Context: an optimization exercise on an open-source flow, tuned for small area, a short achievable clock period and few clock cycles per item. The choices shown serve that exercise and are no tape-out recipe.
At most, simulation tests tie the RTL to the original design; equivalence was not proved.
Power is estimated from default activity; no workload was simulated.

==> onyx <==
## JAM
module JAM (
input CLK,
input RST,
output reg [2:0] W,
output reg [2:0] J,
input [6:0] Cost,
output reg [3:0] MatchCount,
output reg [9:0] MinCost,
output reg Valid );
clock: 16.0 ns
lec_check: 0
cap_margin: 20
core_margin: 2
core_utilization: 40
slew_margin: 20
standard.sh (not shown) runs the stock make flow with config.mk's settings and CLKGATE_MAP_FILE= SYNTH_SCRIPT=/design/flow/synth_recipe.tcl, a recipe that flattens the netlist after the stock synthesis.
==> flow/flow/run.sh <==
#!/bin/bash
# Standard layout, with repair_timing aiming for more setup slack than the
# clock period needs (the SDC and the clock period are the design's).
set -euo pipefail
bash standard.sh SETUP_SLACK_MARGIN=11.5 finish > standard_make.log 2>&1
==> amber: changes against onyx <==
--- a/flow/design.v
+++ b/flow/design.v
@@ -157,41 +157,40 @@
 reg [8:0] pv;
 reg [3:0] pc;
 always @(posedge CLK) begin
     pv <= (v1 < v2) ? v1 : v2;
     pc <= (v1 < v2) ? c1 : (v2 < v1) ? c2 : c1 + c2;
 end
-reg [8:0] acc, fs;
-reg [3:0] accc, fsc;
+reg [8:0] acc;
+reg [3:0] accc;
 always @(posedge CLK) begin
-    if (ph == 3'd6 || ph == 3'd2) begin
+    if (ph == 3'd6) begin
         acc <= pv;
         accc <= pc;
-    end else if (pv < acc) begin
-        acc <= pv;
-        accc <= pc;
-    end else if (pv == acc) begin
-        accc <= accc + pc;
-    end
-    if (ph == 3'd1) begin
-        fs <= acc;
-        fsc <= accc;
+    end else if (ph == 3'd7 || ph == 3'd0) begin
+        if (pv < acc) begin
+            acc <= pv;
+            accc <= pc;
+        end else if (pv == acc) begin
+            accc <= accc + pc;
+        end
     end
 end
-wire [9:0] tot = fs + acc;
-wire [7:0] cprod = fsc * accc;
-wire merge = (ph == 3'd5) && (step >= 7'd4) && (step <= LAST) && !Valid;
+wire [9:0] tot = acc + pv;
+wire [7:0] cprod = accc * pc;
+wire merge = (ph >= 3'd2) && (ph <= 3'd4) && (step >= 7'd4) && (step <= LAST) && !Valid;
+wire first = (step == 7'd4) && (ph == 3'd2);
 always @(posedge CLK) begin
     if (merge) begin
-        if (step == 7'd4 || tot < MinCost) begin
+        if (first || tot < MinCost) begin
             MinCost <= tot;
             MatchCount <= cprod[3:0];
         end else if (tot == MinCost) begin
             MatchCount <= MatchCount + cprod[3:0];
         end
     end
 end
 always @(posedge CLK or posedge RST) begin
     if (RST) Valid <= 1'b0;
-    else if (merge && step == LAST) Valid <= 1'b1;
+    else if (merge && step == LAST && ph == 3'd4) Valid <= 1'b1;
 end
 endmodule
==> flow/flow/run.sh (replaced) <==
#!/bin/bash
# Standard layout, with repair_timing aiming for more setup slack than the
# clock period needs (the SDC and the clock period are the design's), and
# plain buffers on the ports.
set -euo pipefail
bash standard.sh SETUP_SLACK_MARGIN=11.8 "BUFFER_PORTS_ARGS=-buffer_cell sky130_fd_sc_hd__buf_2" finish > standard_make.log 2>&1
- ABC_AREA: unset -> 1
- CORE_UTILIZATION: 40 -> 65
- CTS_CLUSTER_DIAMETER: unset -> 60
- CTS_CLUSTER_SIZE: unset -> 30
==> qor summary <==
Met3 routed wirelength: onyx 1680 µm; amber 3250 µm
Net count after synthesis: onyx 1,722; amber 2,162
Final worst-path setup slack: onyx 11.57 ns; amber 11.71 ns
GPL Wtd Cong: onyx 0.862; amber 0.944
Iteration-0 DRC count of the detailed router: onyx 767; amber 1,378
Overall global routing resource usage: onyx 18.4%; amber 32.1%
Run status: onyx finished clean; amber finished clean
Layout clock buffers: onyx 53; amber 24
Share of synthesized area occupied by flip-flops and latches: onyx 43.3%; amber 42.7%
Length of routed wiring on met1: onyx 19,600 µm; amber 18,500 µm
Max_slew headroom: onyx 32.9%; amber 47.5%
Achievable frequency: onyx 226 MHz; amber 233 MHz
Hold Path End: onyx Gm[101]; amber Fm[80]
Share of total power in combinational logic: onyx 27.6%; amber 34.4%
Fraction of standard cell area that is sequential: onyx 38.8%; amber 39.2%
Final cell count without fillers: onyx 2,154; amber 2,324
Worst Clk Skew: onyx 0.0188 ns; amber 0.0372 ns
P_int: onyx 1.82 mW; amber 1.65 mW
Routed WL: onyx 40,800 µm; amber 43,700 µm
Initial standard-cell utilization of the core: onyx 40.6%; amber 66.7%
Flop+latch power: onyx 1.05 mW; amber 1.02 mW
Fraction of synthesis flops using an asynchronous set or reset pin: onyx 3.13%; amber 3.25%
Post-synthesis to final-layout area growth: onyx 11.7%; amber 9.15%
Standard cell core area: onyx 43,200 µm²; amber 25,300 µm²
Testbench counts of amber, summed over its fixed seeds: cycles 10,620, tables 18.
No functional check of the RTL was part of onyx.

========
==> wip/harbor: inputs <==
JAM with an RTL version that a note above also has.
clock: 16.0 ns
lec_check: 0
cap_margin: 20
core_margin: 2
core_utilization: 40
cts_cluster_diameter: 60
cts_cluster_size: 30
slew_margin: 20
==> flow/flow/run.sh <==
#!/bin/bash
# Standard layout, with repair_timing aiming for more setup slack than the
# clock period needs (the SDC and the clock period are the design's), and
# plain buffers on the ports.
set -euo pipefail
bash standard.sh SETUP_SLACK_MARGIN=11.8 "BUFFER_PORTS_ARGS=-buffer_cell sky130_fd_sc_hd__buf_2" finish > standard_make.log 2>&1
==> wip/violet: changes against wip/harbor <==
--- a/flow/design.v
+++ b/flow/design.v
@@ -156,41 +156,42 @@
 wire [3:0] c2 = (q01cd[8] & q23ab[8]) ? 4'd4 : (q01cd[8] | q23ab[8]) ? 4'd2 : 4'd1;
 reg [8:0] pv;
 reg [3:0] pc;
 always @(posedge CLK) begin
     pv <= (v1 < v2) ? v1 : v2;
     pc <= (v1 < v2) ? c1 : (v2 < v1) ? c2 : c1 + c2;
 end
-reg [8:0] acc;
-reg [3:0] accc;
+reg [8:0] acc, fs;
+reg [3:0] accc, fsc;
 always @(posedge CLK) begin
-    if (ph == 3'd6) begin
+    if (ph == 3'd6 || ph == 3'd2) begin
         acc <= pv;
         accc <= pc;
-    end else if (ph == 3'd7 || ph == 3'd0) begin
-        if (pv < acc) begin
-            acc <= pv;
-            accc <= pc;
-        end else if (pv == acc) begin
-            accc <= accc + pc;
-        end
+    end else if (pv < acc) begin
+        acc <= pv;
+        accc <= pc;
+    end else if (pv == acc) begin
+        accc <= accc + pc;
+    end
+    if (ph == 3'd1) begin
+        fs <= acc;
+        fsc <= accc;
     end
 end
-wire [9:0] tot = acc + pv;
-wire [7:0] cprod = accc * pc;
-wire merge = (ph >= 3'd2) && (ph <= 3'd4) && (step >= 7'd4) && (step <= LAST) && !Valid;
-wire first = (step == 7'd4) && (ph == 3'd2);
+wire [9:0] tot = fs + acc;
+wire [7:0] cprod = fsc * accc;
+wire merge = (ph == 3'd5) && (step >= 7'd4) && (step <= LAST) && !Valid;
 always @(posedge CLK) begin
     if (merge) begin
-        if (first || tot < MinCost) begin
+        if (step == 7'd4 || tot < MinCost) begin
             MinCost <= tot;
             MatchCount <= cprod[3:0];
         end else if (tot == MinCost) begin
             MatchCount <= MatchCount + cprod[3:0];
         end
     end
 end
 always @(posedge CLK or posedge RST) begin
     if (RST) Valid <= 1'b0;
-    else if (merge && step == LAST && ph == 3'd4) Valid <= 1'b1;
+    else if (merge && step == LAST) Valid <= 1'b1;
 end
 endmodule
- CTS_CLUSTER_DIAMETER: 60 -> 80
- CTS_CLUSTER_SIZE: 30 -> 40
==> results.json <==
{
  "power.total_uw": 2410,
  "postCtsResizedCells": 16,
  "clk_share": 0.0392,
  "dieArea_um2": 45500,
  "powerComb_uw": 735,
  "outcome": "complete, no violations",
  "drt-initial-drc-count": 660
}
(the above is from wip/violet)
==> results.json <==
{
  "dieArea_um2": 44900,
  "outcome": "complete, no violations",
  "mostFrequentLayoutCells": "dfxtp_1 (285), ha_1 (179), inv_1 (122)",
  "power.total_uw": 2680,
  "core_um2": 42900,
  "powerComb_uw": 901,
  "drt-initial-drc-count": 662,
  "clk_share": 0.0543,
  "hold_viol": 0,
  "postCtsResizedCells": 18
}
(the above is from wip/harbor)
Testbench counts of wip/harbor, summed over its fixed seeds: cycles 10,620, tables 18.
Function not checked in wip/violet: the RTL went through the layout flow alone.

========
==> job 576: inputs <==
==> flow/design.v <==
module JAM (
input CLK,
input RST,
output reg [2:0] W,
output reg [2:0] J,
input [6:0] Cost,
output reg [3:0] MatchCount,
output reg [9:0] MinCost,
output reg Valid );
localparam [6:0] LAST = 7'd73;
reg [2:0] ph;
reg [6:0] step;
reg [2:0] yr, xr;           
reg [1:0] sF, sG;           
reg [111:0] Fm, Gm;         
reg [9:0] rom;              
always @(*) begin
    case (step)
        7'd0: rom = {3'd1, 3'd5, 2'd1, 2'd1};
        7'd1: rom = {3'd2, 3'd6, 2'd2, 2'd2};
        7'd2: rom = {3'd3, 3'd7, 2'd3, 2'd3};
        7'd3: rom = {3'd4, 3'd0, 2'd0, 2'd0};
        7'd4: rom = {3'd0, 3'd1, 2'd1, 2'd0};
        7'd5: rom = {3'd1, 3'd2, 2'd2, 2'd0};
        7'd6: rom = {3'd2, 3'd3, 2'd3, 2'd0};
        7'd7: rom = {3'd5, 3'd0, 2'd1, 2'd1};
        7'd8: rom = {3'd0, 3'd1, 2'd2, 2'd1};
        7'd9: rom = {3'd3, 3'd0, 2'd2, 2'd0};
        7'd10: rom = {3'd0, 3'd2, 2'd3, 2'd0};
        7'd11: rom = {3'd1, 3'd0, 2'd3, 2'd1};
        7'd12: rom = {3'd0, 3'd3, 2'd2, 2'd1};
        7'd13: rom = {3'd2, 3'd4, 2'd0, 2'd0};
        7'd14: rom = {3'd3, 3'd0, 2'd2, 2'd1};
        7'd15: rom = {3'd0, 3'd1, 2'd3, 2'd1};
        7'd16: rom = {3'd1, 3'd2, 2'd0, 2'd1};
        7'd17: rom = {3'd6, 3'd0, 2'd3, 2'd2};
        7'd18: rom = {3'd0, 3'd1, 2'd0, 2'd2};
        7'd19: rom = {3'd2, 3'd0, 2'd0, 2'd1};
        7'd20: rom = {3'd4, 3'd2, 2'd0, 2'd0};
        7'd21: rom = {3'd0, 3'd3, 2'd2, 2'd1};
        7'd22: rom = {3'd1, 3'd0, 2'd2, 2'd2};
        7'd23: rom = {3'd2, 3'd1, 2'd2, 2'd0};
        7'd24: rom = {3'd0, 3'd4, 2'd0, 2'd2};
        7'd25: rom = {3'd1, 3'd0, 2'd0, 2'd0};
        7'd26: rom = {3'd0, 3'd2, 2'd2, 2'd0};
        7'd27: rom = {3'd2, 3'd5, 2'd1, 2'd0};
        7'd28: rom = {3'd3, 3'd0, 2'd2, 2'd1};
        7'd29: rom = {3'd0, 3'd1, 2'd0, 2'd1};
        7'd30: rom = {3'd1, 3'd2, 2'd1, 2'd1};
        7'd31: rom = {3'd4, 3'd0, 2'd0, 2'd2};
        7'd32: rom = {3'd0, 3'd1, 2'd1, 2'd2};
        7'd33: rom = {3'd2, 3'd0, 2'd1, 2'd1};
        7'd34: rom = {3'd0, 3'd3, 2'd2, 2'd1};
        7'd35: rom = {3'd1, 3'd0, 2'd2, 2'd2};
        7'd36: rom = {3'd0, 3'd2, 2'd1, 2'd2};
        7'd37: rom = {3'd7, 3'd0, 2'd1, 2'd3};
        7'd38: rom = {3'd0, 3'd1, 2'd2, 2'd3};
        7'd39: rom = {3'd2, 3'd0, 2'd2, 2'd2};
        7'd40: rom = {3'd3, 3'd2, 2'd2, 2'd1};
        7'd41: rom = {3'd5, 3'd3, 2'd2, 2'd0};
        7'd42: rom = {3'd0, 3'd4, 2'd0, 2'd2};
        7'd43: rom = {3'd1, 3'd0, 2'd0, 2'd3};
        7'd44: rom = {3'd2, 3'd1, 2'd0, 2'd1};
        7'd45: rom = {3'd3, 3'd2, 2'd0, 2'd0};
        7'd46: rom = {3'd0, 3'd5, 2'd2, 2'd3};
        7'd47: rom = {3'd1, 3'd0, 2'd2, 2'd1};
        7'd48: rom = {3'd2, 3'd1, 2'd2, 2'd0};
        7'd49: rom = {3'd0, 3'd3, 2'd0, 2'd1};
        7'd50: rom = {3'd1, 3'd0, 2'd0, 2'd0};
        7'd51: rom = {3'd0, 3'd2, 2'd2, 2'd0};
        7'd52: rom = {3'd2, 3'd6, 2'd3, 2'd0};
        7'd53: rom = {3'd3, 3'd0, 2'd2, 2'd1};
        7'd54: rom = {3'd0, 3'd1, 2'd0, 2'd1};
        7'd55: rom = {3'd1, 3'd2, 2'd3, 2'd1};
        7'd56: rom = {3'd4, 3'd0, 2'd0, 2'd2};
        7'd57: rom = {3'd0, 3'd1, 2'd3, 2'd2};
        7'd58: rom = {3'd2, 3'd0, 2'd3, 2'd1};
        7'd59: rom = {3'd0, 3'd3, 2'd2, 2'd1};
        7'd60: rom = {3'd1, 3'd0, 2'd2, 2'd2};
        7'd61: rom = {3'd0, 3'd2, 2'd3, 2'd2};
        7'd62: rom = {3'd5, 3'd0, 2'd3, 2'd3};
        7'd63: rom = {3'd0, 3'd1, 2'd2, 2'd3};
        7'd64: rom = {3'd2, 3'd0, 2'd2, 2'd2};
        7'd65: rom = {3'd3, 3'd2, 2'd2, 2'd1};
        7'd66: rom = {3'd0, 3'd4, 2'd0, 2'd2};
        7'd67: rom = {3'd1, 3'd0, 2'd0, 2'd3};
        7'd68: rom = {3'd2, 3'd1, 2'd0, 2'd1};
        7'd69: rom = {3'd0, 3'd3, 2'd2, 2'd3};
        7'd70: rom = {3'd1, 3'd0, 2'd2, 2'd1};
        7'd71: rom = {3'd0, 3'd2, 2'd0, 2'd1};
        default: rom = {3'd0, 3'd4, 2'd0, 2'd0};
    endcase
end
wire [2:0] phn = ph + 3'd1;
wire [1:0] sn = (ph == 3'd7) ? rom[3:2] : phn[2] ? sG : sF;
wire [1:0] rn = sn - phn[1:0] - 2'd1;
reg [3:0] ldF, ldG;         
reg selA, selB, selC, selD;  
reg swB, swC;               
always @(posedge CLK or posedge RST) begin
    if (RST) begin
        ph <= 3'd7;
        step <= 7'h7f;
    end else begin
        ph <= phn;
        if (ph == 3'd7 && !Valid) step <= step + 7'd1;
    end
end
always @(posedge CLK) begin
    W <= {phn[2], rn};
    ldF <= phn[2] ? 4'd0 : (4'd1 << rn);
    ldG <= phn[2] ? (4'd1 << rn) : 4'd0;
    selA <= (phn <= 3'd2);
    selB <= (phn >= 3'd4) & (phn <= 3'd6);
    selC <= (phn >= 3'd3) & (phn <= 3'd6);
    selD <= (phn >= 3'd3);
    swB <= (phn[1:0] == 2'd2);
    swC <= phn[1];
    if (ph == 3'd3) J <= xr;
    if (ph == 3'd7) begin
        J <= rom[9:7];
        {yr, xr, sF, sG} <= rom;
    end
end
integer r, k;
always @(posedge CLK) begin
    for (r = 0; r < 4; r = r + 1)
        for (k = 0; k < 4; k = k + 1) begin
            Fm[(k*4+r)*7 +: 7] <= (k == r && ldF[r]) ? Cost : Fm[(((k+1)%4)*4+r)*7 +: 7];
            Gm[(k*4+r)*7 +: 7] <= (k == r && ldG[r]) ? Cost : Gm[(((k+1)%4)*4+r)*7 +: 7];
        end
end
wire [27:0] cA = selA ? Gm[27:0] : Fm[27:0];
wire [27:0] cB = selB ? (swB ? Fm[83:56] : Fm[55:28]) : (swB ? Gm[83:56] : Gm[55:28]);
wire [27:0] cC = selC ? (swC ? Fm[55:28] : Fm[83:56]) : (swC ? Gm[55:28] : Gm[83:56]);
wire [27:0] cD = selD ? Fm[111:84] : Gm[111:84];
function [8:0] pmin;        
    input [6:0] a0, b1, b0, a1;
    reg [7:0] u, v;
    begin
        u = a0 + b1;
        v = b0 + a1;
        pmin = {u == v, (u < v) ? u : v};
    end
endfunction
reg [8:0] q01ab, q23cd, q01cd, q23ab;
always @(posedge CLK) begin
    q01ab <= pmin(cA[6:0],   cB[13:7],  cB[6:0],   cA[13:7]);
    q23cd <= pmin(cC[20:14], cD[27:21], cD[20:14], cC[27:21]);
    q01cd <= pmin(cC[6:0],   cD[13:7],  cD[6:0],   cC[13:7]);
    q23ab <= pmin(cA[20:14], cB[27:21], cB[20:14], cA[27:21]);
end
wire [8:0] v1 = q01ab[7:0] + q23cd[7:0];
wire [8:0] v2 = q01cd[7:0] + q23ab[7:0];
wire [3:0] c1 = (q01ab[8] & q23cd[8]) ? 4'd4 : (q01ab[8] | q23cd[8]) ? 4'd2 : 4'd1;
wire [3:0] c2 = (q01cd[8] & q23ab[8]) ? 4'd4 : (q01cd[8] | q23ab[8]) ? 4'd2 : 4'd1;
reg [8:0] pv;
reg [3:0] pc;
always @(posedge CLK) begin
    pv <= (v1 < v2) ? v1 : v2;
    pc <= (v1 < v2) ? c1 : (v2 < v1) ? c2 : c1 + c2;
end
reg [8:0] acc;
reg [3:0] accc;
always @(posedge CLK) begin
    if (ph == 3'd6) begin
        acc <= pv;
        accc <= pc;
    end else if (ph == 3'd7 || ph == 3'd0) begin
        if (pv < acc) begin
            acc <= pv;
            accc <= pc;
        end else if (pv == acc) begin
            accc <= accc + pc;
        end
    end
end
wire [9:0] tot = acc + pv;
wire [7:0] cprod = accc * pc;
wire merge = (ph >= 3'd2) && (ph <= 3'd4) && (step >= 7'd4) && (step <= LAST) && !Valid;
wire first = (step == 7'd4) && (ph == 3'd2);
always @(posedge CLK) begin
    if (merge) begin
        if (first || tot < MinCost) begin
            MinCost <= tot;
            MatchCount <= cprod[3:0];
        end else if (tot == MinCost) begin
            MatchCount <= MatchCount + cprod[3:0];
        end
    end
end
always @(posedge CLK or posedge RST) begin
    if (RST) Valid <= 1'b0;
    else if (merge && step == LAST && ph == 3'd4) Valid <= 1'b1;
end
endmodule
==> flow/flow/run.sh <==
#!/bin/bash
# Standard layout, with repair_timing aiming for more setup slack than the
# clock period needs (the SDC and the clock period are the design's), and
# plain buffers on the ports.
set -euo pipefail
bash standard.sh SETUP_SLACK_MARGIN=11.8 "BUFFER_PORTS_ARGS=-buffer_cell sky130_fd_sc_hd__buf_2" finish > standard_make.log 2>&1
==> flow/standard.sh <==
#!/bin/bash
# synth_recipe.tcl (not shown) runs the flow's synth.tcl, then flattens the netlist and writes it again
# the make line also repeats each setting of config.mk as NAME=value (left out here)
make -C /OpenROAD-flow-scripts/flow DESIGN_CONFIG=/design/flow/config.mk WORK_HOME=/design/flow/orfs CLKGATE_MAP_FILE= SYNTH_SCRIPT=/design/flow/synth_recipe.tcl "${@:-finish}"
==> flow/config.mk <==
export PLATFORM = sky130hd
export DESIGN_NAME = JAM
export DESIGN_NICKNAME = JAM
export VERILOG_FILES = /design/flow/design.v
export SDC_FILE = /design/flow/constraint.sdc
export NUM_CORES = 4
export LEC_CHECK = 0
export ABC_AREA = 1
export CAP_MARGIN = 20
export CORE_MARGIN = 2
export CORE_UTILIZATION = 40
export CTS_CLUSTER_DIAMETER = 60
export CTS_CLUSTER_SIZE = 30
export SLEW_MARGIN = 20
==> flow/constraint.sdc <==
create_clock -name core_clock -period 16.0 [get_ports {CLK}]
set_input_delay 3.2000 -clock core_clock [delete_from_list [all_inputs] [get_ports {CLK}]]
set_output_delay 3.2000 -clock core_clock [all_outputs]
set_load 0.01 [all_outputs]
==> job 7692: changes against job 576 <==
--- a/flow/design.v
+++ b/flow/design.v
@@ -161,26 +161,27 @@
     pc <= (v1 < v2) ? c1 : (v2 < v1) ? c2 : c1 + c2;
 end
-reg [8:0] acc;
-reg [3:0] accc;
+reg [8:0] acc, fs;
+reg [3:0] accc, fsc;
 always @(posedge CLK) begin
-    if (ph == 3'd6) begin
+    if (ph == 3'd6 || ph == 3'd2) begin
         acc <= pv;
         accc <= pc;
-    end else if (ph == 3'd7 || ph == 3'd0) begin
-        if (pv < acc) begin
-            acc <= pv;
-            accc <= pc;
-        end else if (pv == acc) begin
-            accc <= accc + pc;
-        end
+    end else if (pv < acc) begin
+        acc <= pv;
+        accc <= pc;
+    end else if (pv == acc) begin
+        accc <= accc + pc;
+    end
+    if (ph == 3'd1) begin
+        fs <= acc;
+        fsc <= accc;
     end
 end
-wire [9:0] tot = acc + pv;
-wire [7:0] cprod = accc * pc;
-wire merge = (ph >= 3'd2) && (ph <= 3'd4) && (step >= 7'd4) && (step <= LAST) && !Valid;
-wire first = (step == 7'd4) && (ph == 3'd2);
+wire [9:0] tot = fs + acc;
+wire [7:0] cprod = fsc * accc;
+wire merge = (ph == 3'd5) && (step >= 7'd4) && (step <= LAST) && !Valid;
 always @(posedge CLK) begin
     if (merge) begin
-        if (first || tot < MinCost) begin
+        if (step == 7'd4 || tot < MinCost) begin
             MinCost <= tot;
             MatchCount <= cprod[3:0];
@@ -192,5 +193,5 @@
 always @(posedge CLK or posedge RST) begin
     if (RST) Valid <= 1'b0;
-    else if (merge && step == LAST && ph == 3'd4) Valid <= 1'b1;
+    else if (merge && step == LAST) Valid <= 1'b1;
 end
 endmodule
==> flow/run.sh (new file) <==
#!/bin/bash
# synth_recipe.tcl (not shown) runs the flow's synth.tcl, then flattens the netlist and writes it again
# the make line also repeats each setting of config.mk as NAME=value (left out here)
make -C /OpenROAD-flow-scripts/flow DESIGN_CONFIG=/design/flow/config.mk WORK_HOME=/design/flow/orfs CLKGATE_MAP_FILE= SYNTH_SCRIPT=/design/flow/synth_recipe.tcl finish
- ABC_AREA: 1 -> not set
- CORE_UTILIZATION: 40 -> 60
- CTS_BUF_LIST: not set -> sky130_fd_sc_hd__clkbuf_4 sky130_fd_sc_hd__clkbuf_8
- CTS_CLUSTER_DIAMETER: 60 -> not set
- CTS_CLUSTER_SIZE: 30 -> not set
removed: flow/flow/run.sh
removed: flow/standard.sh
==> results.json <==
{
  "cts.reportedPaths.clkPinSlew_ns": 0.09,
  "slowest_delay_ns": 0.42,
  "seq_cell_count": 338,
  "status": "timing/DRC/antenna clean",
  "fillers": 3984,
  "synth_common_cells": "nand2_1 (317), dfxtp_1 (290), o21ai_0 (245), inv_1 (207), ha_1 (179)",
  "switching_power_mw": 0.968,
  "irDropWorstVdd_mv": 0.0963,
  "htree_levels": 1,
  "grt.met3_usage": 0.0232,
  "clock.fmax_mhz": 233,
  "post-route-cell-area_um2": 18800
}
(the above is from job 576)
==> results.json <==
{
  "cts.reportedPaths.clkPinSlew_ns": 0.06,
  "status": "timing/DRC/antenna clean",
  "highest_layer": "met4",
  "seq_cell_count": 351,
  "setup.worst_path.start": "Valid",
  "hp-class": "reg -> reg",
  "initial_core_util": 0.610,
  "irDropWorstVdd_mv": 0.0959,
  "drt-vias-per-instance": 5.76,
  "htree_levels": 2,
  "path_buf_inv": 1,
  "clock.fmax_mhz": 210,
  "drt-total-wl_um": 38600,
  "synth_top_area_cell": "dfxtp_1",
  "synth_common_cells": "dfxtp_1 (290), ha_1 (179), mux2_2 (128), inv_1 (112), a21oi_1 (89)",
  "dp_hpwl_um": 27900,
  "portBuffers": 29,
  "post-route-cell-area_um2": 19300,
  "fillers": 2235
}
(the above is from job 7692)
Testbench counts of job 576, summed over its fixed seeds: cycles 10,620, tables 18.
No functional check of the RTL was part of job 7692.

==> afterwards: timing with drivers on the ports <==
The results above use ideal ports. As a check the final layouts listed here were re-extracted and re-timed, cells and wires unchanged.
Step 1 (the two cells are an assumption about what drives the block):
set clk [get_ports {CLK}]
set_driving_cell -lib_cell sky130_fd_sc_hd__clkbuf_16 $clk
set_driving_cell -lib_cell sky130_fd_sc_hd__buf_2 [delete_from_list [all_inputs] $clk]
Step 2, shift: input delay + t, output delay - t, t = (earliest + latest rising clock arrival at the registers) / 2. This alone moves slack from input paths to output paths.
a / b / c = no drivers / after step 1 / after step 2; a / b = the first two.
run | t, ns | setup slack, ns | worst setup path at the end
onyx | 0.581 | 11.566 / 11.511 / 11.586 | input to register
amber | 0.586 | 11.710 / 11.661 / 12.045 | register to register
wip/harbor | 0.619 | 11.675 / 11.627 / 11.947 | register to register
wip/violet | 0.600 | 11.694 / 11.640 / 12.004 | register to register
job 576 | 0.629 | 11.703 / 11.649 / 12.104 | register to register
job 7692 | 0.628 | 11.230 / 11.182 / 11.515 | register to register
After both steps every run listed still meets setup and hold.
